From an optimization exercise on the open Yosys and OpenROAD flow, aimed at small area, a short achievable clock period and few clock cycles; shortcuts taken in it are not production practice.
In this exercise RTL edits were held to simulation tests only and were not proved equivalent to the original.
Power and IR drop assume default switching activity.

`flow/config.mk`:
```
export PLATFORM = sky130hd
export DESIGN_NAME = cpu
export DESIGN_NICKNAME = cpu
export VERILOG_FILES = /design/flow/design.v
export SDC_FILE = /design/flow/constraint.sdc
export NUM_CORES = 4
export LEC_CHECK = 0
export CAP_MARGIN = 20
export CORE_MARGIN = 2
export CORE_UTILIZATION = 45
export PLACE_DENSITY = 0.6
export SLEW_MARGIN = 20
```
`flow/design.v`:
```
`timescale 1ns / 1ps
module fetch(
    input wire [31:0]next_pc,
    input wire clk,
    input wire en,
    input wire reset,
    output wire [31:0]imem_addr,
    input wire [31:0]imem_rdata,
    output reg [31:0]ir,
    output reg [31:0]pc1
    );
    assign imem_addr = next_pc;
    always@(posedge clk) if (en) begin
       ir <= imem_rdata;
        pc1 <= next_pc;
    end
endmodule
`timescale 1ns / 1ps
module decoder(
    input wire [31:0] ir,            
    input wire clk,
    input wire en,
    input wire [31:0] pc1,
    output reg [4:0] srcreg1_num,   
    output reg [4:0] srcreg2_num,   
    output reg [4:0] dstreg_num,    
    output reg signed [31:0] imm,           
    output reg [3:0] alucode,       
    output reg using_r2,   
    output reg using_pc,   
    output reg write_reg,        
    output reg [2:0] info_load,       
    output reg [1:0] info_store,      
    output reg [3:0] info_branch,     
    output reg [31:0] pc2
    );
    always @(posedge clk) if (en) begin
        pc2 <= pc1;
        case(ir[6:0])
        7'b0010011:begin
            if(ir[13:12]==2'b01)imm <= {{28{ir[24]}},ir[23:20]};
            else imm <={{20{ir[31]}},ir[31:20]};
            using_r2 <= 1'b0;  
            using_pc <= 1'b0;
            write_reg <=1'b1;
            info_load <= 3'b111;
            info_store <= 2'b00;
            info_branch <= 4'b0000;
            srcreg1_num <= ir[19:15];
            srcreg2_num <= 5'b00000;
            dstreg_num <= ir[11:7];
            case(ir[14:12])
                3'b000 : alucode<=4'b0000;
                3'b010 : alucode<=4'b0010;
                3'b011 : alucode<=4'b0011;
                3'b100 : alucode <= 4'b1001;
                3'b110 : alucode <= 4'b1000;
                3'b111 :alucode <= 4'b0111;
                3'b001 :alucode <= 4'b0100;
                3'b101 :alucode <= ir[30]?4'b0110:4'b0101;
                default:alucode <=4'b1011;
            endcase
        end
        7'b0110011:begin
            imm <= {32{1'b0}}; 
            using_r2 <= 1'b1;  
            using_pc <= 1'b0;
            write_reg <= 1'b1;
            info_load <= 3'b111;
            info_store <= 2'b00;
            info_branch <= 4'b0000;
            srcreg1_num <= ir[19:15];
            srcreg2_num <= ir[24:20];
            dstreg_num <= ir[11:7];
            case(ir[14:12])
                3'b000:begin
                    alucode<=ir[30]?4'b0001:4'b0000;
                end
                3'b010 : alucode<=4'b0010;
                3'b011 : alucode<=4'b0011;
                3'b100 : alucode <= 4'b1001;
                3'b110 : alucode <= 4'b1000;
                3'b111 :alucode <= 4'b0111;
                3'b001 :alucode <= 4'b0100;
                3'b101 :begin
                    alucode <= ir[30]?4'b0110:4'b0101;
                 end
                default:alucode <=4'b1011;
            endcase
        end
        7'b0110111:begin
            imm <= {ir[31:12],{12{1'b0}}};
            using_r2 <= 1'b0;  
            using_pc <= 1'b0;
            write_reg <= 1'b1;
            info_load <= 3'b111;
            info_store <= 2'b00;
            info_branch <= 4'b0000;
            srcreg1_num <= 5'b00000;
            srcreg2_num <= 5'b00000;
            dstreg_num <= ir[11:7];
            alucode <=4'b1010;
        end
        7'b0010111:begin
            imm <= {ir[31:12],{12{1'b0}}};
            using_r2 <= 1'b0;  
            using_pc <= 1'b1;
            write_reg <= 1'b1;
            info_load <= 3'b111;
            info_store <= 2'b00;
            info_branch <= 4'b0000;
            srcreg1_num <= 5'b00000;
            srcreg2_num <= 5'b00000;
            dstreg_num <= ir[11:7];
            alucode <=4'b0000; 
        end
        7'b1101111:begin
            imm <= {{12{ir[31]}},ir[19:12],ir[20],ir[30:21],{1'b0}};
            using_r2 <= 1'b0;  
            using_pc <= 1'b1;
            write_reg <= 1'b1;
            info_load <= 3'b111;
            info_store <= 2'b00;
            info_branch <= 4'b0111;
            srcreg1_num <= 5'b00000;
            srcreg2_num <= 5'b00000;
            dstreg_num <= ir[11:7];
            alucode <=4'b0000; 
        end
        7'b1100111:begin
            imm <= {{20{ir[31]}},ir[31:20]};
            using_r2 <= 1'b0;  
            using_pc <= 1'b0;
            write_reg <= 1'b1;
            info_load <= 3'b111;
            info_store <= 2'b00;
            info_branch <= 4'b0101;
            srcreg1_num <= ir[19:15];
            srcreg2_num <= 5'b00000;
            dstreg_num <= ir[11:7];
            alucode <= 4'b0000; 
        end
        7'b1100011:begin
            imm <= {{20{ir[31]}},ir[7],ir[30:25],ir[11:8],{1'b0}};
            using_r2 <= 1'b0;  
            using_pc <= 1'b1;
            write_reg <=1'b0;
            info_load <= 3'b111;
            info_store <= 2'b00;
            srcreg1_num <= ir[19:15];
            srcreg2_num <= ir[24:20];
            dstreg_num <= 5'b00000;
            alucode <= 4'b0000; 
            case(ir[14:12])
                3'b000: info_branch <=4'b0001; 
                3'b001: info_branch <=4'b0011;
                3'b100: info_branch <=4'b1001;
                3'b101: info_branch <= 4'b1011;
                3'b110:info_branch <= 4'b1101;
                3'b111:info_branch <= 4'b1111;
                default: info_branch <= 4'b0000;
            endcase
        end
        7'b0100011:begin
            imm <= {{20{ir[31]}},ir[31:25],ir[11:7]};
            using_r2 <= 1'b0;  
            using_pc <= 1'b0;
            write_reg <= 1'b0;
            info_load <= 3'b111;
            info_branch <= 4'b0000;
            srcreg1_num <= ir[19:15];
            srcreg2_num <= ir[24:20];
            dstreg_num <= 5'b00000;
            alucode <= 4'b0000; 
            case(ir[14:12])
                3'b000: info_store <=2'b01;
                3'b001: info_store <= 2'b10;
                3'b010:info_store <= 2'b11;
                default: info_store <= 2'b00;
            endcase
        end
        7'b0000011:begin
            imm <= {{20{ir[31]}},ir[31:20]};
            using_r2 <= 1'b0;  
            using_pc <= 1'b0;
            write_reg <= 1'b1;
            info_store <= 2'b00;
            info_branch <= 4'b0000;
            srcreg1_num <= ir[19:15];
            srcreg2_num <= 5'b00000;
            dstreg_num <= ir[11:7];
            alucode <=4'b0000; 
            info_load <= ir[14:12];
        end
        default:begin
            imm <= {{32{1'b0}}};
            using_r2 <= 1'b0;  
            using_pc <=1'b0;
            write_reg <= 1'b0;
            info_load <= 3'b111;
            info_store <= 2'b00;
            info_branch <= 4'b0000;
            alucode <= 4'b1011;
            srcreg1_num <= ir[19:15];
            srcreg2_num <= ir[24:20];
            dstreg_num <= ir[11:7];
        end
        endcase
    end
endmodule
`timescale 1ns / 1ps
module execute(
    input wire clk,
    input wire en,
    input wire [31:0]r1_data,
    input wire [31:0]r2_data,
    input wire [31:0]imm,  
    input wire [31:0]pc,
    input wire [3:0]alucode,
    input wire using_r2, 
    input wire using_pc, 
    input wire write_reg,
    input wire [2:0]info_load,
    input wire [1:0]info_store,
    input wire [3:0]info_branch,
    input wire [4:0]dstreg_addr,
    output reg [31:0] alu_result,
    output reg [31:0] next_pc,
    output reg [31:0]rs2E,
    output reg write_regE,
    output reg [2:0]info_loadE,
    output reg [1:0]info_storeE,
    output reg [4:0]dstreg_addrE
    );
    wire [31:0] ans;
    wire signal;
    wire [31:0]notbranch;
    wire [31:0]npc;
    assign notbranch = pc+4; 
    alu alu0(
        .r1(r1_data),
        .r2(r2_data),
        .imm(imm),
        .pc(pc),
        .alucode(alucode),
        .using_pc(using_pc),
        .using_r2(using_r2),
        .alu_result(ans)
    );
    gen_branch_signal gen_branch_signal0 (
        .info_branch(info_branch),
        .reg1(r1_data),
        .reg2(r2_data),
        .branch_signal(signal)
    );
    sequencer sequencer0 (
        .branch_signal(signal),
        .branch(ans),
        .notbranch(notbranch),
        .npc(npc)
    );
    always@(posedge clk) if (en) begin
        case(info_branch)
            4'b0111,4'b0101:alu_result <= notbranch;
            default:alu_result <= ans;
        endcase
        next_pc <= npc;
        rs2E <= r2_data;
        write_regE <= write_reg;
        info_loadE <= info_load;
        info_storeE <= info_store;
        dstreg_addrE <= dstreg_addr;
    end
endmodule
`timescale 1ns / 1ps
module alu(
    input wire [31:0]r1,
    input wire [31:0]r2,
    input wire [31:0]imm,  
    input wire [31:0]pc,
    input wire [3:0]alucode,
    input wire using_r2, 
    input wire using_pc, 
    output wire [31:0] alu_result
    );
    wire[31:0] x,y;
    assign x = using_pc ? pc : r1; 
    assign y = using_r2 ? r2 : imm; 
    assign alu_result = ans(x,y,alucode);
    function [31:0]ans;
        input [31:0] x,y;
        input [3:0]alucode;
        case(alucode)
            4'b0000: ans = x+y;
            4'b0001: ans= x-y;
            4'b0010: ans= ($signed(x) < $signed(y));
            4'b0011: ans = $unsigned(x)<$unsigned(y);
            4'b0100: ans = x<<y[4:0];
            4'b0101: ans = x>>y[4:0];
            4'b0110: ans = $signed(x)>>>$signed(y[4:0]); 
            4'b0111: ans = x&y;
            4'b1000: ans = x|y;
            4'b1001: ans = x^y;
            4'b1010: ans = y;
            default: ans = {32{1'b1}};
        endcase
    endfunction
endmodule
`timescale 1ns / 1ps
module gen_branch_signal(
    input wire [3:0]info_branch,
    input wire [31:0] reg1,
    input wire [31:0] reg2,
    output wire branch_signal
    );
    wire eq;
    wire sl;
    wire slu;
    assign eq = (reg1 == reg2);
    assign sl = ($signed(reg1)<$signed(reg2));
    assign slu = ($unsigned(reg1)<$unsigned(reg2));
    assign branch_signal = gen_signal(info_branch,eq,sl,slu);
    function gen_signal;
        input [3:0]info_branch;
        input eq;
        input sl;
        input slu;
        case(info_branch)
            4'b0001: gen_signal = eq;
            4'b0011: gen_signal = ~eq;
            4'b1001: gen_signal = sl;
            4'b1011: gen_signal = ~sl;
            4'b1101: gen_signal = slu;
            4'b1111: gen_signal = ~slu;
            4'b0111,4'b0101: gen_signal = 1'b1;
            default: gen_signal = 1'b0;
        endcase
    endfunction
endmodule
`timescale 1ns / 1ps
module sequencer(
    input wire branch_signal,
    input wire [31:0]branch,
    input wire [31:0]notbranch,
    output wire [31:0]npc
    );
    assign npc = branch_signal ? branch : notbranch;
endmodule
`timescale 1ns / 1ps
module datamem(
    input wire clk,
    input wire en,
    input wire [31:0]next_pc,
    input wire[2:0]info_load,
    input wire[1:0]info_store,
    input wire[31:0]alu_result,
    input wire[31:0]rs2,
    input wire write_reg,
    input wire [4:0]dst_addr,
    output wire [31:0]dmem_addr,
    input wire [31:0]dmem_rdata,
    output wire dmem_we,
    output reg [3:0]dmem_wmask,
    output reg [31:0]dmem_wdata,
    output reg [31:0]next_pcD,
    output reg [31:0]rd_data,
    output reg w_reg,
    output reg [31:0]branchD,
    output reg [4:0]dst_addrD
    );
    wire [1:0]addr_rem;  
    wire [31:0]addr_data;
    wire [31:0]load_data;
    assign addr_rem = alu_result[1:0]; 
    assign addr_data = dmem_rdata;
    assign dmem_addr = alu_result;
    assign dmem_we = en && (info_store != 2'b00);
    load load0(
        .addr_data(addr_data),
        .addr_rem(addr_rem),
        .alu_result(alu_result),
        .info_load(info_load),
        .data(load_data)
    );
    always @(*) begin
        dmem_wmask = 4'b0000;
        dmem_wdata = rs2;
        case(info_store)
            2'b01:begin
                case(addr_rem)
                    2'b00:begin dmem_wmask = 4'b0001; dmem_wdata = {24'h0, rs2[7:0]}; end
                    2'b01:begin dmem_wmask = 4'b0010; dmem_wdata = {16'h0, rs2[7:0], 8'h0}; end
                    2'b10:begin dmem_wmask = 4'b0100; dmem_wdata = {8'h0, rs2[7:0], 16'h0}; end
                    2'b11:begin dmem_wmask = 4'b1000; dmem_wdata = {rs2[7:0], 24'h0}; end
                    default:begin end
                endcase
            end
            2'b10:begin
                case(addr_rem)
                    2'b00:begin dmem_wmask = 4'b0011; dmem_wdata = {16'h0, rs2[15:0]}; end
                    2'b01:begin dmem_wmask = 4'b0110; dmem_wdata = {8'h0, rs2[15:0], 8'h0}; end
                    2'b10:begin dmem_wmask = 4'b1100; dmem_wdata = {rs2[15:0], 16'h0}; end
                    default:begin end
                endcase
            end
            2'b11:begin dmem_wmask = 4'b1111; dmem_wdata = rs2; end
            default:begin end
        endcase
    end
    always@(posedge clk) if (en) begin
        rd_data <= load_data;
        w_reg <= write_reg;
        branchD <= alu_result;
        dst_addrD<=dst_addr;
        next_pcD <= next_pc;
    end
endmodule
`timescale 1ns / 1ps
module load(
    input wire [31:0]addr_data,
    input wire [1:0]addr_rem,
    input wire [2:0]info_load,
    input wire [31:0]alu_result,
    output wire [31:0]data
    );
    assign data = load_data(addr_data,addr_rem,info_load,alu_result);
    function [31:0]load_data;
        input [31:0]data;
        input [1:0]mod_4;
        input [2:0]info_load;
        input [31:0]alu_result;
        case(info_load)
            3'b000:begin
                case(mod_4)
                    2'b00:load_data = {{24{data[7]}},data[7:0]};
                    2'b01: load_data = {{24{data[15]}},data[15:8]};
                    2'b10:load_data = {{24{data[23]}},data[23:16]};
                    2'b11:load_data = {{24{data[31]}},data[31:24]};
                    default:load_data = {{24{data[7]}},data[7:0]};
                endcase    
            end
            3'b100:begin
                case(mod_4)
                    2'b00:load_data = {{24{1'b0}},data[7:0]};
                    2'b01:load_data = {{24{1'b0}},data[15:8]};
                    2'b10:load_data = {{24{1'b0}},data[23:16]};
                    2'b11:load_data = {{24{1'b0}},data[31:24]};
                    default:load_data = {{24{data[7]}},data[7:0]};
                endcase
            end
            3'b001:begin
                case(mod_4)
                    2'b00:load_data = {{16{data[15]}},data[15:0]};
                    2'b01:load_data = {{16{data[23]}},data[23:8]};
                    2'b10:load_data = {{16{data[31]}},data[31:16]};
                    default:load_data = {{24{data[7]}},data[7:0]};
                endcase
            end
            3'b101:begin
                case(mod_4)
                    2'b00:load_data = {{16{1'b0}},data[15:0]};
                    2'b01:load_data = {{16{1'b0}},data[23:8]};
                    2'b10:load_data = {{16{1'b0}},data[31:16]};
                    default:load_data = {{24{data[7]}},data[7:0]};
                endcase
            end
            3'b010:load_data = data;
            default:load_data = alu_result;
        endcase
    endfunction
endmodule
`timescale 1ns / 1ps
module writeback(
    input wire clk,
    input wire en,
    input wire reset,
    input wire [31:0]branch,
    input wire w_reg,
    input wire [31:0]rd_data,
    input wire [4:0]dst_addr,
    input wire [31:0]next_pcD,
    output reg [31:0]next_pc,
    output reg [4:0]dstreg_addr,
    output reg write_reg,
    output reg [31:0]dstreg_data
    );
    always@(posedge clk) if (en) begin
        write_reg <= w_reg;
        dstreg_data <= rd_data;
        dstreg_addr <= dst_addr;
    end
    always@(posedge clk or negedge reset)begin
        if (reset==1'b0) next_pc <= 32'h00008000;
        else if (en) next_pc <= next_pcD;
    end
endmodule
`timescale 1ns / 1ps
module regfile(
        input wire clk,
        input wire [4:0] reg1_addr,
        input wire [4:0] reg2_addr,
        input wire [4:0] dstreg_addr,
        input wire write_reg,
        input wire [31:0] dstreg_data,
        output wire [31:0]reg1_data,
        output wire [31:0]reg2_data
    );
    reg [31:0]register[31:0];
    assign reg1_data = (reg1_addr == 5'b00000) ? 32'h00000000 : register[reg1_addr];
    assign reg2_data = (reg2_addr == 5'b00000) ? 32'h00000000 : register[reg2_addr];
    always@(posedge clk)begin
        if(write_reg)begin
            if(dstreg_addr==5'b00000)begin
            end
            else register[dstreg_addr]<=dstreg_data;
        end
        else begin end
    end
endmodule
`timescale 1ns / 1ps
module cpu(
    input wire sysclk,
    input wire cpu_resetn,
    output wire [31:0] imem_addr,
    input wire [31:0] imem_rdata,
    output wire [31:0] dmem_addr,
    input wire [31:0] dmem_rdata,
    output wire dmem_we,
    output wire [3:0] dmem_wmask,
    output wire [31:0] dmem_wdata
    );
    reg fclk,dclk,eclk,mclk,wclk;
    always@(posedge sysclk or negedge cpu_resetn)begin
        if(cpu_resetn==1'b0)begin
            fclk<=0;
            dclk<=0;
            eclk<=0;
            mclk<=0;
            wclk<=1;
        end
        else if(fclk==1)begin
            dclk <=1;
            fclk <= 0;
        end 
        else if(dclk==1)begin
            dclk <= 0;
            eclk <= 1;
        end
        else if(eclk==1)begin
            eclk<=0;
            mclk<=1;
        end
        else if(mclk ==1)begin
            mclk<=0;
            wclk<=1;
        end
        else begin
            wclk<=0;
            fclk<=1;
        end
    end
    wire f_en = ~(fclk | dclk | eclk | mclk);
    wire d_en = fclk;
    wire e_en = dclk;
    wire m_en = eclk;
    wire w_en = mclk;
    wire [31:0]next_pc;
    wire [31:0]ir;
    wire [31:0]pc1;
    fetch fetch0(
        .clk(sysclk),
        .en(f_en),
        .reset(cpu_resetn),
        .next_pc(next_pc),
        .imem_addr(imem_addr),
        .imem_rdata(imem_rdata),
        .ir(ir),
        .pc1(pc1)
    );
    wire [4:0]reg1_addr;
    wire [4:0]reg2_addr;
    wire [4:0]dstreg_addr;
    wire [31:0]imm;
    wire [3:0]alucode;
    wire using_r2;
    wire using_pc;
    wire write_reg;
    wire [2:0] info_load;
    wire [1:0] info_store;
    wire [3:0] info_branch;
    wire [31:0] pc2;
    decoder decoder0(
        .clk(sysclk),
        .en(d_en),
        .ir(ir),
        .pc1(pc1),
        .srcreg1_num(reg1_addr),
        .srcreg2_num(reg2_addr),
        .dstreg_num(dstreg_addr),
        .imm(imm),
        .alucode(alucode),
        .using_r2(using_r2),
        .using_pc(using_pc),
        .write_reg(write_reg),
        .info_load(info_load),
        .info_store(info_store),
        .info_branch(info_branch),
        .pc2(pc2)
    );
    wire [31:0]r1_data;
    wire [31:0]r2_data;
    wire [31:0]alu_result;
    wire [31:0]rs2E;
    wire write_regE;
    wire [2:0] info_loadE;
    wire [1:0] info_storeE;
    wire [4:0] dstreg_addrE;
    wire [31:0] next_pcE;
    execute execute0(
        .clk(sysclk),
        .en(e_en),
        .r1_data(r1_data),
        .r2_data(r2_data),
        .imm(imm),
        .pc(pc2),
        .alucode(alucode),
        .using_r2(using_r2),
        .using_pc(using_pc),
        .write_reg(write_reg), 
        .info_load(info_load), 
        .info_store(info_store), 
        .info_branch(info_branch), 
        .dstreg_addr(dstreg_addr),
        .alu_result(alu_result),
        .next_pc(next_pcE),
        .rs2E(rs2E), 
        .write_regE(write_regE), 
        .info_loadE(info_loadE), 
        .info_storeE(info_storeE), 
        .dstreg_addrE(dstreg_addrE)
    );
    wire [31:0]next_pcD;
    wire w_regD;
    wire [31:0]rd_dataD;
    wire [31:0]branchD;
    wire [4:0]dst_addrD;
    datamem datamem0(
        .clk(sysclk),
        .en(m_en),
        .info_load(info_loadE),
        .info_store(info_storeE),
        .alu_result(alu_result),
        .rs2(rs2E),
        .write_reg(write_regE), 
        .dst_addr(dstreg_addrE),
        .next_pc(next_pcE),
        .dmem_addr(dmem_addr),
        .dmem_rdata(dmem_rdata),
        .dmem_we(dmem_we),
        .dmem_wmask(dmem_wmask),
        .dmem_wdata(dmem_wdata),
        .next_pcD(next_pcD),
        .w_reg(w_regD),
        .rd_data(rd_dataD),
        .branchD(branchD), 
        .dst_addrD(dst_addrD)
    );
    wire [4:0]dstreg_addrW;
    wire w_regW;
    wire [31:0]dst_dataW;
    writeback writeback0(
        .reset(cpu_resetn),
        .clk(sysclk),
        .en(w_en),
        .branch(branchD),
        .w_reg(w_regD),
        .rd_data(rd_dataD),
        .dst_addr(dst_addrD),
        .next_pcD(next_pcD),
        .next_pc(next_pc),
        .dstreg_addr(dstreg_addrW),
        .write_reg(w_regW),
        .dstreg_data(dst_dataW)
    );
    regfile regfile0(
        .clk(sysclk),
        .reg1_addr(reg1_addr), 
        .reg2_addr(reg2_addr), 
        .dstreg_addr(dstreg_addrW),
        .write_reg(w_regW),
        .dstreg_data(dst_dataW),
        .reg1_data(r1_data), 
        .reg2_data(r2_data) 
    );
endmodule
```
`flow/constraint.sdc`:
```
create_clock -name core_clock -period 12.0 [get_ports {sysclk}]
set_input_delay 2.4000 -clock core_clock [delete_from_list [all_inputs] [get_ports {sysclk}]]
set_output_delay 2.4000 -clock core_clock [all_outputs]
set_load 0.01 [all_outputs]
```
`flow/run.sh`:
```
#!/bin/bash
# synth_recipe.tcl (not shown) runs the flow's synth.tcl, then flattens the netlist and writes it again
# the make line also repeats each setting of config.mk as NAME=value (left out here)
make -C /OpenROAD-flow-scripts/flow DESIGN_CONFIG=/design/flow/config.mk WORK_HOME=/design/flow/orfs CLKGATE_MAP_FILE= SYNTH_SCRIPT=/design/flow/synth_recipe.tcl finish
```
==> notes.md <==
synthesized netlist by cell type (30+ instances only):
cell / n / area [sq um]
mux2_2: 67 / 754.5
o221ai_1: 31 / 271.5
nor2b_1: 38 / 237.7
inv_1: 146 / 548.0
nor3_1: 52 / 260.3
nor2_1: 288 / 1081
a22oi_1: 184 / 1381
a21oi_1: 288 / 1441
a22o_1: 40 / 350.3
nand2_1: 318 / 1194
mux4_2: 368 / 8288
dfrtp_1: 35 / 875.8
clkbuf_1: 159 / 596.8
and2_1: 44 / 275.3
edfxtp_1: 1398 / 41980
buf_4: 53 / 397.9
nand4_1: 36 / 225.2
a211oi_1: 30 / 225.2
o211ai_1: 34 / 255.2
buf_2: 89 / 445.4
a21o_1: 32 / 240.2
o21ai_0: 102 / 510.5
nand3_1: 70 / 350.3
mux2i_1: 565 / 5655
buf_1: 37 / 138.9
ha_1: 145 / 1814
per-stage QoR:
step / std cells / power [mW] / utilization [%] / cell area (sq um) / setup slack [ns]
2_1_floorplan: 5293 / 5.591 / - / 75580 / 3.092
3_3_place_gp: 7451 / 5.643 / 47.85 / 79840 / 4.231
3_5_place_dp: 7451 / 5.642 / 47.86 / 79850 / 4.232
4_1_cts: 7729 / 10.29 / 50.83 / 84820 / 4.191
5_1_grt: 7739 / 10.48 / 50.95 / 85010 / 3.638
6_report: 7744 / 10.24 / 50.96 / 85020 / 3.924
final cells by class:
cell class | count | area (sq um) | area share (%)
Sequential cell | 1444 | 43120 | 50.72
Multi-Input combinational cell | 3339 | 30560 | 35.94
Clock inverter | 85 | 867.1 | 1.020
Antenna cell | 5 | 12.51 | 0.01472
Tap cell | 2204 | 2758 | 3.243
Clock buffer | 193 | 4101 | 4.824
Inverter | 151 | 569.3 | 0.6696
Timing Repair Buffer | 323 | 3033 | 3.567
layout by cell type (no fill, tap or decap), types with 32 or more instances in the layout:
cell | netlist | final
a21o_1 | 32 | 32
a21oi_1 | 288 | 287
a22o_1 | 40 | 40
a22oi_1 | 184 | 184
and2_1 | 44 | 43
buf_4 | 53 | 139
clkbuf_16 | 0 | 155
clkdlybuf4s50_1 | 0 | 165
conb_1 | 1 | 32
edfxtp_1 | 1398 | 1398
ha_1 | 145 | 145
inv_1 | 146 | 145
mux2_2 | 67 | 67
mux2i_1 | 565 | 565
mux4_2 | 368 | 368
nand2_1 | 318 | 317
nand3_1 | 70 | 70
nand4_1 | 36 | 36
nor2_1 | 288 | 253
nor2_4 | 2 | 37
nor2b_1 | 38 | 34
nor3_1 | 52 | 49
o211ai_1 | 34 | 34
o21ai_0 | 102 | 101
kinds of logic after synthesis:
logic type | count (synthesis)
other | 1
AO/OA/AOI/OAI | 1095
XOR/XNOR | 37
flip-flops | 1444
multiplexers | 1026
AND/OR/NAND/NOR | 1002
adder cells (fa/ha/maj) | 147
buffers and inverters | 510
power groups by stage:
stage               Sequential (mW)  Combinational [mW]  Clock, mW
floorplan                      5.58              0.0116          0
global placement               5.60              0.0468          0
detailed placement             5.60              0.0468          0
CTS                            5.49              0.0470       4.75
global route                   5.49              0.0515       4.94
finish                         5.49              0.0485       4.71
worst max-delay path by stage:
stage	from	depth (start not counted)	to
global placement	register	18	execute0.next_pc[0]$_DFFE_PP_
floorplan	dclk$_DFF_PN0_	1	fetch0.ir[0]$_DFFE_PN_
finish	register	18	execute0.next_pc[20]$_DFFE_PP_
CTS	register	18	execute0.next_pc[28]$_DFFE_PP_
detailed placement	register	18	execute0.alu_result[0]$_DFFE_PP_
global route	register	18	execute0.next_pc[28]$_DFFE_PP_
routing by layer:
layer | GRT usage, % | vias to the layer above | part of all wire [%]
met5 | 0 | - | 0.054
met2 | 48.65 | 3656 | 43
li1 | - | 21451 | -
met3 | 9.464 | 608 | 12
met4 | 14.79 | 8 | 5.0
met1 | 47.53 | 27754 | 40
worst max-delay path, cell delays in order, from the launching register on:
cell,delay [ns]
dfxtp_4,0.83
buf_4,0.77
mux4_2,0.61
mux4_2,0.49
mux2i_1,0.57
nor2_1,0.27
mux2i_1,0.33
inv_1,0.10
ha_1,0.43
or4_1,0.62
or4_1,0.57
a211oi_1,0.26
a211o_1,0.21
a21oi_1,0.08
nor2_1,0.11
or3_1,0.12
a32oi_1,0.09
nor4_1,1.02
mux2i_1,0.16
==> results by group <==
Status
  • Outcome: timing/DRC/antenna clean

Power and ir drop
  • Comb pwr share: 0.5%
  • Max VDD drop: 0.0001515 V
  • Switching power total: 2.103 mW
  • Power Dens Cells: 120.5 mW/mm^2
  • Reg power frac: 53.6%
  • Power share of the clock group: ~46%
  • LEAKAGE: between 20 and 30 nW
  • Sw Share: 20.53%
  • Pint: 8.140 mW

Place
  • Port bufs: 166
  • Post-DP HPWL: 195,100 microns
  • GPL Wtd Cong: ~1.0

Detailed routing
  • First-pass detailed-route iteration total: 8
  • Residual DRC: 0
  • Avg WL per Cell: 37.65 microns
  • Number of DRC markers in iteration 0: 8,402
  • Via density: 6.906
  • Antenna-violating nets left: 0
  • Via count: 53,477
  • Final WL: 291,600 microns

Timing
  • Setup TNS: 0 ns
  • Setup violations, final: 0
  • Fin Hold WS: 0.4126 ns
  • Fin crit share: 67.30%
  • Least-Margin Pin Slew: about 1.3 ns
  • Slew headroom: 13.48%
  • Min Clock Period, post-route: around 8 ns
  • Fin. Hold Viols: 0
  • Max Clk Rate: about 120 MHz
  • Worst Clk Skew: 0.05174 ns
  • RSZ-0062 raised after global routing: no
  • Fin. max-slew vios: 0

Setup path
  • Worst r2r path cells: 18
  • Crit path capture type: register
  • Reg2reg end: execute0.next_pc[20]$_DFFE_PP_
  • Crit path kind: register to register
  • Crit path DAT: 8.57 ns
  • Reg2Reg Setup Slack: 3.92 ns
  • Worst-path fanout max: 39
  • Crit start category: register
  • Worst path required time: 12.49 ns

Yosys
  • Seq/Total Area, Yosys: between 50% and 60%
  • Yosys reg bits: 1,444
  • Count of cell types in the netlist: 106
  • Mapped cell area: 0.07547 sq mm
  • Post-synth EDFFs: 1,398
  • Post-synthesis compound-gate area fraction: around a tenth
  • Synth Area in Simple Gates: 6.272%
  • Yosys Warn Count: 10
  • Mean Syn Cell Area: between 10 and 15 sq um
  • Cells after synthesis: 5,262
  • Synth Area in XOR/XNOR: 0.4294%
  • Main synth FF type: edfxtp_1
  • Ys async rst share: 2.493%
  • Synth Area in Adders: 2.457%
  • Mux cell area share after synthesis: about a fifth
  • Largest family of logic cells by synthesized area: multiplexers

Die
  • Die Y: 413.5 microns
  • Die width: 413.5 microns
  • Site Rows: 150
  • DIE AREA: 0.1710 sq mm
  • Core area: between 0.15 and 0.2 sq mm
  • Starting density of the core: a little under half
  • # IOs: approximately 170

Run
  • Maximum capacitance violations: 0

CTS
  • TritonCTS clock tree: built
  • Clock Pin Slew Worst Setup and Hold Paths: 0.06 ns
  • Clock sinks: 1,444
  • Post-CTS setup buffers: 0
  • TritonCTS Buffers: 153
  • Skew-Pair Late Insertion Delay: 0.81 ns
  • Root buf cell: clkbuf_16
  • Post-CTS Resized: 0
  • Clk buf depth: 3
  • H-Tree Depth: 4
  • Number of hold buffers added after CTS: 0

Global route
  • Antenna violations before repair: 14
  • Total GRT Usage: 33.72%
  • Largest net degree at the start of global routing: roughly 120
  • First-pass GRT wire length: 400,500 microns
  • Vias in the first global route: between 50,000 and 60,000
  • Total grt overflow: 0

Hold path
  • Hold Crit Class: register to register
  • Worst hold path cell count: 0
  • Endpoint, Worst Hold: writeback0.dstreg_data[13]$_DFFE_PP_
  • HP Start: datamem0.rd_data[13]$_DFFE_PP_

Layout
  • P&R area growth vs syn: 12.66%
  • # fillers: 14,102
  • Share of cells above drive strength 1: between 10% and 20%
  • Flip-flop count of the largest register after layout: 1,024
  • Largest Register: regfile0.register
  • # nets final: 5,625
Testbench counts, summed over its fixed seeds: cycles 424,906.

-- what the ideal ports hide --
In the flow no input, the clock included, has a driving cell. The finished layout below was timed again as built, in two steps.
Step 1 assumes that a clkbuf_16 drives the clock port and a buf_2 every other input.
Step 2, shift: input delay + t, output delay - t, t = (earliest + latest rising clock arrival at the registers) / 2. This alone moves slack from input paths to output paths.
Three values: ideal ports, drivers, drivers and shift; two values: the first two.
shift t [ns]: 0.879
setup WS [ns]: 3.924 / 3.924 / 3.924
hold slack, ns: 0.413 / 0.413 / 0.413
clock arrival spread, ns: 0.055 / 0.055
slew at the worst register clock pin (ns): 0.07 / 0.07
After both steps setup and hold are still met in this run. The setup slack of this run moves by 0.000 ns with the drivers and by 0.000 ns with both steps.
